From an optimization exercise on the open Yosys and OpenROAD flow, aimed at small area and a short achievable clock period; shortcuts taken in it are not production practice. RTL that was checked went through simulation tests only; none was proved equivalent to the original. Power and IR drop assume default switching activity.

## alu_top
module alu_top (
    input             clk,
    input      [7:0]  a,
    input      [7:0]  b,
    input      [3:0]  sel,
    output reg [15:0] out
);
    reg  [7:0]  a_q, b_q;
    reg  [3:0]  sel_q;
    wire [15:0] alu_out;
    always @(posedge clk) begin
        a_q   <= a;
        b_q   <= b;
        sel_q <= sel;
        out   <= alu_out;
    end
    alu u_alu (.a(a_q), .b(b_q), .sel(sel_q), .out(alu_out));
endmodule
export LEC_CHECK = 0
export ABC_AREA = 1
export CAP_MARGIN = 20
export CORE_MARGIN = 2
export CORE_UTILIZATION = 50
export SLEW_MARGIN = 20
create_clock -name core_clock -period 32.0 [get_ports {clk}]
standard.sh (not shown) runs the stock make flow with config.mk's settings and CLKGATE_MAP_FILE= SYNTH_SCRIPT=/design/flow/synth_recipe.tcl, a recipe that flattens the netlist after the stock synthesis.
==> flow/flow/run.sh <==
#!/bin/bash
# Layout flow: the standard ORFS layout (standard.sh) with these changes:
#  - synthesis is synth_recipe.tcl, except that ABC runs flow/synth.abc and
#    Yosys's full/half-adder extraction (extract_fa) is applied only to the
#    adder and multiplier modules (flow/fa_modules.txt), which are kept as
#    separate modules until the end of synthesis (SYNTH_HIERARCHICAL=1) and
#    then flattened by synth_recipe.tcl as usual;
#  - the resizer keeps a larger setup slack margin (flow/margin.txt), so it
#    sizes the critical paths instead of stopping at the 32 ns constraint;
#  - Yosys's synth runs with -noabc, so the adder extraction sees the logic as
#    written and the one ABC run (flow/synth.abc) maps everything;
#  - the smallest buffer (buf_1) on each port.
# Each tool's output goes to a log file in this folder.
set -euo pipefail
W=$(pwd)
MARGIN=$(cat flow/margin.txt)
FAMODS=$(cat flow/fa_modules.txt)
{
  echo "proc abc {args} {"
  echo "  set i [lsearch \$args -script]"
  echo "  if {\$i >= 0} { lset args [expr {\$i + 1}] $W/flow/synth.abc }"
  echo "  yosys abc {*}\$args"
  echo "}"
  echo "proc extract_fa {args} { yosys extract_fa {*}\$args $FAMODS }"
  cat synth_recipe.tcl
} > my_synth.tcl
EXTRA=(SYNTH_ARGS=-noabc)
[ -n "$FAMODS" ] && EXTRA+=(SYNTH_HIERARCHICAL=1 SYNTH_INSBUF=0)
[ -z "$FAMODS" ] && EXTRA+=(ADDER_MAP_FILE=)
bash standard.sh SYNTH_SCRIPT=$W/my_synth.tcl SETUP_SLACK_MARGIN=$MARGIN "${EXTRA[@]}" \
  "BUFFER_PORTS_ARGS=-buffer_cell sky130_fd_sc_hd__buf_1" finish > orfs_make.log 2>&1
cp orfs/logs/*/alu_top/base/*.log . 2>/dev/null || true
==> flow/flow/fa_modules.txt <==
alu_addsub alu_mul
==> flow/flow/margin.txt <==
24
==> flow/flow/synth.abc <==
strash
 dch
 map -D 6000
 topo
 stime -c
The starting point passed the timing, design-rule and antenna checks.
==> next run, changes <==
==> flow/flow/synth.abc (replaced) <==
strash
 dch
 map -D 5000
 topo
 stime -c
=> Global-route usage came out lower by 4.3 points; register-to-register slack gains 0.42 ns; final area drops by 12%; setup slack gets better by 0.42 ns.
==> next run, changes <==
==> flow/flow/synth.abc (replaced) <==
strash
 dch
 map -B 0.9
 topo
 stime -c
Settings changed: CORE_UTILIZATION 50 to 60.
Result: Core utilization is higher by 11 points. Total power is lower by 8.1%. Fmax is higher by 2.4%.
No functional check of the RTL was part of any run of this note.

* * *

alu_top, a different RTL version from the one above (not shown whole).
Size: about 970 cells after synthesis.
// alu_top
module alu_top (
    input             clk,
    input      [7:0]  a,
    input      [7:0]  b,
    input      [3:0]  sel,
    output reg [15:0] out
);
export LEC_CHECK = 0
export ABC_AREA = 1
export CAP_MARGIN = 20
export CORE_MARGIN = 2
export CORE_UTILIZATION = 60
export SLEW_MARGIN = 20
create_clock -name core_clock -period 32.0 [get_ports {clk}]
==> flow/flow/run.sh <==
#!/bin/bash
# Layout flow: the standard ORFS layout (standard.sh) with these changes:
#  - synthesis is synth_recipe.tcl unchanged except that ABC runs flow/synth.abc;
#  - no Yosys full/half-adder cell mapping (ADDER_MAP_FILE empty), so ABC maps
#    all of the logic;
#  - the resizer keeps a larger setup slack margin, so it sizes the critical
#    paths instead of stopping at the 32 ns constraint;
#  - the smallest buffer (buf_1) on each port.
# Each tool's output goes to a log file in this folder.
set -euo pipefail
W=$(pwd)
MARGIN=$(cat flow/margin.txt 2>/dev/null || echo 24)
{
  echo "proc abc {args} {"
  echo "  set i [lsearch \$args -script]"
  echo "  if {\$i >= 0} { lset args [expr {\$i + 1}] $W/flow/synth.abc }"
  echo "  yosys abc {*}\$args"
  echo "}"
  cat synth_recipe.tcl
} > my_synth.tcl
bash standard.sh SYNTH_SCRIPT=$W/my_synth.tcl ADDER_MAP_FILE= SETUP_SLACK_MARGIN=$MARGIN \
  "BUFFER_PORTS_ARGS=-buffer_cell sky130_fd_sc_hd__buf_1" finish > orfs_make.log 2>&1
cp orfs/logs/*/alu_top/base/*.log . 2>/dev/null || true
==> flow/flow/synth.abc <==
strash
 dch
 map -B 0.9
 topo
 stime -c
Scripts as last shown in full above: flow/flow/margin.txt
The first run passed the timing, design-rule and antenna checks.
Next try:
==> flow/flow/synth.abc (replaced) <==
strash
dch
map -B 0.9
topo
stime -c
buffer -c
upsize -c
dnsize -c
What happened:
- The changed run went through all stages and came out clean
- cell count goes down by 3.1%
- setup slack gains 0.62 ns
- power goes down by 5.0%
- sequential power goes down by about 1%
- flip-flop and latch count is unchanged
- routed wire length goes down by 18%
- via count goes down by 12%
- cell area goes down by 8.2%
- count of clock-buffer cells in the layout is unchanged
- area after synthesis goes up by 8.5%
- combinational power goes down by about 10%
No functional check of the RTL was part of any run of this note.

* * *

Another version of the RTL of alu_top (not shown whole).
For scale: about 36 flip-flops, ~37 I/O pins, ~0.0059 sq mm of cells after synthesis.
Settings: LEC_CHECK=0, ABC_AREA=1, CAP_MARGIN=20, CORE_MARGIN=2, CORE_UTILIZATION=60, SLEW_MARGIN=20; clock period 32.0 ns.
==> flow/flow/run.sh <==
#!/bin/bash
# Standard ORFS layout (the standard.sh) with these changes:
#  - no Yosys full/half-adder cell mapping, so ABC maps all the logic;
#  - the resizer keeps a larger setup margin, so it sizes the critical
#    paths instead of stopping at the 32 ns constraint;
#  - the smallest buffer on each port.
set -euo pipefail
MARGIN=24
bash standard.sh ADDER_MAP_FILE= SETUP_SLACK_MARGIN=$MARGIN \
  "BUFFER_PORTS_ARGS=-buffer_cell sky130_fd_sc_hd__buf_1" finish > orfs_make.log 2>&1
The first run went through all stages and came out clean.
Change:
==> flow/flow/run.sh (replaced) <==
#!/bin/bash
# Layout flow: the standard ORFS layout (standard.sh) with these changes:
#  - synthesis is synth_recipe.tcl unchanged except that ABC runs flow/synth.abc;
#  - no Yosys full/half-adder cell mapping (ADDER_MAP_FILE empty), so ABC maps
#    all of the logic;
#  - the resizer keeps a larger setup slack margin, so it sizes the critical
#    paths instead of stopping at the 32 ns constraint;
#  - the smallest buffer (buf_1) on each port.
# Each tool's output goes to a log file in this folder.
set -euo pipefail
W=$(pwd)
MARGIN=$(cat flow/margin.txt 2>/dev/null || echo 24)
{
  echo "proc abc {args} {"
  echo "  set i [lsearch \$args -script]"
  echo "  if {\$i >= 0} { lset args [expr {\$i + 1}] $W/flow/synth.abc }"
  echo "  yosys abc {*}\$args"
  echo "}"
  cat synth_recipe.tcl
} > my_synth.tcl
bash standard.sh SYNTH_SCRIPT=$W/my_synth.tcl ADDER_MAP_FILE= SETUP_SLACK_MARGIN=$MARGIN \
  "BUFFER_PORTS_ARGS=-buffer_cell sky130_fd_sc_hd__buf_1" finish > orfs_make.log 2>&1
cp orfs/logs/*/alu_top/base/*.log . 2>/dev/null || true
==> flow/flow/margin.txt (new file) <==
24
==> flow/flow/synth.abc (new file) <==
&get -n
 &st
 &dch
 &nf
 &put
 topo
 stime -c
 buffer -c
 upsize -c
 dnsize -c
The new run completed without violations.
Synthesized area went down by 14%.
Via count went down by 7.4%.
Wire length went up by 25%.
Global-route usage went up by 5.6 points.
Die area went down by 14%.
Core utilization went up by 17 points.
Count of clock-buffer cells in the layout is unchanged.
Design area went up by 7.9%.
Power went up by 34%.
Worst hold slack loses 72 ps.
Final cell count went down by 28%.

* * *

alu_top, a different RTL version from the one above (not shown whole).
For scale: about 630 cells after synthesis.
// alu_top
module alu_top (
    input             clk,
    input      [7:0]  a,
    input      [7:0]  b,
    input      [3:0]  sel,
    output reg [15:0] out
);
clock: 32.0 ns
lec_check: 0
abc_area: 1
cap_margin: 20
core_margin: 2
core_utilization: 50
slew_margin: 20
==> flow/flow/run.sh <==
#!/bin/bash
# Layout flow: the standard ORFS layout (standard.sh) with these changes:
#  - synthesis is synth_recipe.tcl, except that
#    * the adder and multiplier modules (flow/fa_modules.txt) are kept as
#      separate modules until the end of synthesis (SYNTH_HIERARCHICAL=1,
#      then synth_recipe.tcl flattens as usual), and Yosys's full/half-adder
#      extraction (extract_fa) is applied to those modules only;
#    * Yosys's synth runs with -noabc, so the adder extraction sees the logic
#      as written;
#    * ABC maps the multiplier module with flow/synth_mul.abc (area-oriented)
#      and everything else with flow/synth.abc (delay-oriented);
#  - the resizer keeps a larger setup slack margin (flow/margin.txt), so it
#    sizes the critical paths instead of stopping at the 32 ns constraint;
#  - the smallest buffer (buf_1) on each port.
# Each tool's output goes to a log file in this folder.
set -euo pipefail
W=$(pwd)
MARGIN=$(cat flow/margin.txt)
FAMODS=$(cat flow/fa_modules.txt)
MULMODS=$(cat flow/mul_modules.txt)
{
  echo "proc abc {args} {"
  echo "  set i [lsearch \$args -script]"
  echo "  if {\$i < 0} { yosys abc {*}\$args; return }"
  echo "  set a1 \$args; lset a1 [expr {\$i + 1}] $W/flow/synth.abc"
  echo "  set a2 \$args; lset a2 [expr {\$i + 1}] $W/flow/synth_mul.abc"
  echo "  yosys abc {*}\$a2 $MULMODS"
  echo "  yosys abc {*}\$a1"
  echo "}"
  echo "proc extract_fa {args} { yosys extract_fa {*}\$args $FAMODS }"
  cat synth_recipe.tcl
} > my_synth.tcl
bash standard.sh SYNTH_SCRIPT=$W/my_synth.tcl SETUP_SLACK_MARGIN=$MARGIN \
  SYNTH_ARGS=-noabc SYNTH_HIERARCHICAL=1 SYNTH_INSBUF=0 \
  "BUFFER_PORTS_ARGS=-buffer_cell sky130_fd_sc_hd__buf_1" finish > orfs_make.log 2>&1
cp orfs/logs/*/alu_top/base/*.log . 2>/dev/null || true
==> flow/flow/margin.txt <==
24
==> flow/flow/mul_modules.txt <==
alu_addsub alu_mul
==> flow/flow/synth.abc <==
strash
 dc2
 dch
 map -B 0.9
 topo
 stime -c
==> flow/flow/synth_mul.abc <==
strash
 dch
 map -a
 topo
 stime -c
 buffer -c
 upsize -c
 dnsize -c
Scripts as last shown in full above: flow/flow/fa_modules.txt
The first run finished with timing, DRC and antenna clean.
Then changed:
==> flow/flow/mul_modules.txt (replaced) <==
alu_mul
==> flow/flow/synth.abc (replaced) <==
strash
 dch
 map -B 0.9
 topo
 stime -c
Combinational power grows by about 7%.
Final area grows by 5.6%.
Clock skew grows by 0.0088 ns.

* * *

Another version of the RTL of alu_top (not shown whole).
Size: ~37 I/O pins, about 0.0049 mm² of cells after synthesis.
Settings: LEC_CHECK=0, ABC_AREA=1, CAP_MARGIN=20, CORE_MARGIN=2, CORE_UTILIZATION=60, SLEW_MARGIN=20; clock period 32.0 ns.
==> flow/flow/run.sh <==
#!/bin/bash
# Layout flow: the standard ORFS layout (standard.sh) with these changes:
#  - synthesis is synth_recipe.tcl, except that ABC runs flow/synth.abc and
#    Yosys's full/half-adder extraction (extract_fa) is applied only to the
#    adder and multiplier modules (flow/fa_modules.txt), which are kept as
#    separate modules until the end of synthesis (SYNTH_HIERARCHICAL=1) and
#    then flattened by synth_recipe.tcl as usual;
#  - the resizer keeps a larger setup slack margin (flow/margin.txt), so it
#    sizes the critical paths instead of stopping at the 32 ns constraint;
#  - the smallest buffer (buf_1) on each port.
# Each tool's output goes to a log file in this folder.
set -euo pipefail
W=$(pwd)
MARGIN=$(cat flow/margin.txt)
FAMODS=$(cat flow/fa_modules.txt)
{
  echo "proc abc {args} {"
  echo "  set i [lsearch \$args -script]"
  echo "  if {\$i >= 0} { lset args [expr {\$i + 1}] $W/flow/synth.abc }"
  echo "  yosys abc {*}\$args"
  echo "}"
  echo "proc extract_fa {args} { yosys extract_fa {*}\$args $FAMODS }"
  cat synth_recipe.tcl
} > my_synth.tcl
EXTRA=()
[ -n "$FAMODS" ] && EXTRA+=(SYNTH_HIERARCHICAL=1 SYNTH_INSBUF=0)
[ -z "$FAMODS" ] && EXTRA+=(ADDER_MAP_FILE=)
bash standard.sh SYNTH_SCRIPT=$W/my_synth.tcl SETUP_SLACK_MARGIN=$MARGIN "${EXTRA[@]}" \
  "BUFFER_PORTS_ARGS=-buffer_cell sky130_fd_sc_hd__buf_1" finish > orfs_make.log 2>&1
cp orfs/logs/*/alu_top/base/*.log . 2>/dev/null || true
==> flow/flow/synth.abc <==
strash
 dch
 map -B 0.9
 topo
 stime -c
Scripts as last shown in full above: flow/flow/fa_modules.txt, flow/flow/margin.txt
Then changed:
==> flow/flow/margin.txt (replaced) <==
25
==> flow/flow/synth.abc (replaced) <==
strash
 dch
 map -a
 topo
 stime -c
 buffer -c
 upsize -c
 dnsize -c
- The changed run finished with timing, DRC and antenna clean
- routed wire length grows by 10%
- cell count shrinks by 10%
- sequential share of layout area shrinks by 0.35 points
- utilization grows by 6.1 points
- setup slack degrades by 1400 ps
- combinational power grows by 24%
- count of clock-buffer cells in the layout does not change
Function was not checked in any run of this note: the RTL went through the layout flow alone.

* * *

## the reference run
RTL: one of the versions met above, not the one the previous note started from.
Size in the first run: roughly 1100 cells after synthesis, roughly 36 flip-flops, ~0.0054 mm2 of cells after synthesis.
clock: 32.0 ns
lec_check: 0
abc_area: 1
cap_margin: 20
core_margin: 2
core_utilization: 60
slew_margin: 20
==> flow/flow/run.sh <==
#!/bin/bash
# Layout flow: the standard ORFS layout (standard.sh) with these changes:
#  - synthesis is synth_recipe.tcl unchanged except that ABC runs flow/synth.abc;
#  - no Yosys full/half-adder cell mapping (ADDER_MAP_FILE empty), so ABC maps
#    all of the logic;
#  - the resizer keeps a larger setup slack margin, so it sizes the critical
#    paths instead of stopping at the 32 ns constraint;
#  - the smallest buffer (buf_1) on each port.
# Each tool's output goes to a log file in this folder.
set -euo pipefail
W=$(pwd)
MARGIN=$(cat flow/margin.txt 2>/dev/null || echo 24)
{
  echo "proc abc {args} {"
  echo "  set i [lsearch \$args -script]"
  echo "  if {\$i >= 0} { lset args [expr {\$i + 1}] $W/flow/synth.abc }"
  echo "  yosys abc {*}\$args"
  echo "}"
  cat synth_recipe.tcl
} > my_synth.tcl
bash standard.sh SYNTH_SCRIPT=$W/my_synth.tcl ADDER_MAP_FILE= SETUP_SLACK_MARGIN=$MARGIN \
  "BUFFER_PORTS_ARGS=-buffer_cell sky130_fd_sc_hd__buf_1" finish > orfs_make.log 2>&1
cp orfs/logs/*/alu_top/base/*.log . 2>/dev/null || true
==> flow/flow/margin.txt <==
24
==> flow/flow/synth.abc <==
strash
 dch
 map -B 0.9
 topo
 stime -c
The reference run closes out successfully: all stages finished, all timing, DRC and antenna checks passed.
Input-level comparison between the trial run and the reference run:
==> flow/flow/run.sh <==
#!/bin/bash
# Layout flow: the standard ORFS layout (standard.sh) with these changes:
#  - synthesis is synth_recipe.tcl, except that ABC runs flow/synth.abc and
#    Yosys's full/half-adder extraction (extract_fa) is applied only to the
#    adder and multiplier modules (flow/fa_modules.txt), which are kept as
#    separate modules until the end of synthesis (SYNTH_HIERARCHICAL=1) and
#    then flattened by synth_recipe.tcl as usual;
#  - the resizer keeps a larger setup slack margin (flow/margin.txt), so it
#    sizes the critical paths instead of stopping at the 32 ns constraint;
#  - the smallest buffer (buf_1) on each port.
# Each tool's output goes to a log file in this folder.
set -euo pipefail
W=$(pwd)
MARGIN=$(cat flow/margin.txt)
FAMODS=$(cat flow/fa_modules.txt)
{
  echo "proc abc {args} {"
  echo "  set i [lsearch \$args -script]"
  echo "  if {\$i >= 0} { lset args [expr {\$i + 1}] $W/flow/synth.abc }"
  echo "  yosys abc {*}\$args"
  echo "}"
  echo "proc extract_fa {args} { yosys extract_fa {*}\$args $FAMODS }"
  cat synth_recipe.tcl
} > my_synth.tcl
EXTRA=()
[ -n "$FAMODS" ] && EXTRA+=(SYNTH_HIERARCHICAL=1 SYNTH_INSBUF=0)
[ -z "$FAMODS" ] && EXTRA+=(ADDER_MAP_FILE=)
bash standard.sh SYNTH_SCRIPT=$W/my_synth.tcl SETUP_SLACK_MARGIN=$MARGIN "${EXTRA[@]}" \
  "BUFFER_PORTS_ARGS=-buffer_cell sky130_fd_sc_hd__buf_1" finish > orfs_make.log 2>&1
cp orfs/logs/*/alu_top/base/*.log . 2>/dev/null || true
==> flow/flow/fa_modules.txt (new file) <==

==> flow/flow/margin.txt <==
25
==> flow/flow/synth.abc <==
strash
dch
map -B 0.9
topo
stime -c
buffer -c
upsize -c
dnsize -c
### Flow results
Against the reference run, the trial run comes in 1.6 points lower on final core area utilization. Measured against each other, the trial run and the reference run differ in synthesis-to-finish area growth, the higher figure coming from the reference run. Comparing the trial run and the reference run, the lower final critical-path required period was measured on the trial run. The reference run → the trial run: power saw an increase, cell area after technology mapping saw an increase, global-route track usage on met2 saw a decrease, setup slack saw an increase. Maximum achievable frequency, the trial run vs the reference run: up slightly.

[afterwards: timing with drivers on the ports]
The flow's constraints put no driver on any port. The routed layouts listed below were extracted and timed again, unchanged, in two steps.
Step 1: set_driving_cell puts a clkbuf_16 on clk and a buf_2 on each other input, an assumption about the parent block.
Step 2 moves the port delays by t, midway between the first and last clock arrival at a register: inputs arrive t later, outputs are due t later. That takes back most of the time a late clock gives input paths.
Slacks: no drivers / after step 1 / after step 2; pairs: no drivers / after step 1.
run | t, ns | setup WS [ns] | hold slack, ns | worst slew at a driven data input, ns
the first run of note 1 | 0.334 | 23.916 / 23.916 / 23.916 | 0.656 / 0.656 / 0.656 | 0.04
the second run of note 1 | 0.327 | 24.335 / 24.335 / 24.335 | 0.654 / 0.654 / 0.654 | 0.04
the third run of note 1 | 0.329 | 24.514 / 24.514 / 24.514 | 0.704 / 0.704 / 0.704 | 0.03
the first run of note 2 | 0.338 | 23.944 / 23.944 / 23.944 | 0.683 / 0.683 / 0.683 | 0.03
the second run of note 2 | 0.338 | 24.562 / 24.562 / 24.562 | 0.630 / 0.630 / 0.630 | 0.03
the first run of note 3 | 0.340 | 24.851 / 24.816 / 25.021 | 0.722 / 0.722 / 0.722 | 0.03
the second run of note 3 | 0.345 | 22.787 / 22.787 / 22.787 | 0.650 / 0.650 / 0.650 | 0.05
the first run of note 4 | 0.331 | 24.703 / 24.703 / 24.703 | 0.600 / 0.600 / 0.600 | 0.04
the second run of note 4 | 0.322 | 24.818 / 24.786 / 25.043 | 0.639 / 0.639 / 0.639 | 0.04
the first run of note 5 | 0.314 | 24.420 / 24.420 / 24.420 | 0.677 / 0.677 / 0.677 | 0.03
the second run of note 5 | 0.323 | 23.051 / 23.051 / 23.051 | 0.650 / 0.650 / 0.650 | 0.03
the reference run | 0.336 | 24.827 / 24.793 / 24.859 | 0.715 / 0.715 / 0.715 | 0.03
the trial run | 0.333 | 24.875 / 24.841 / 25.174 | 0.711 / 0.711 / 0.711 | 0.03
After both steps every run listed still meets setup and hold.
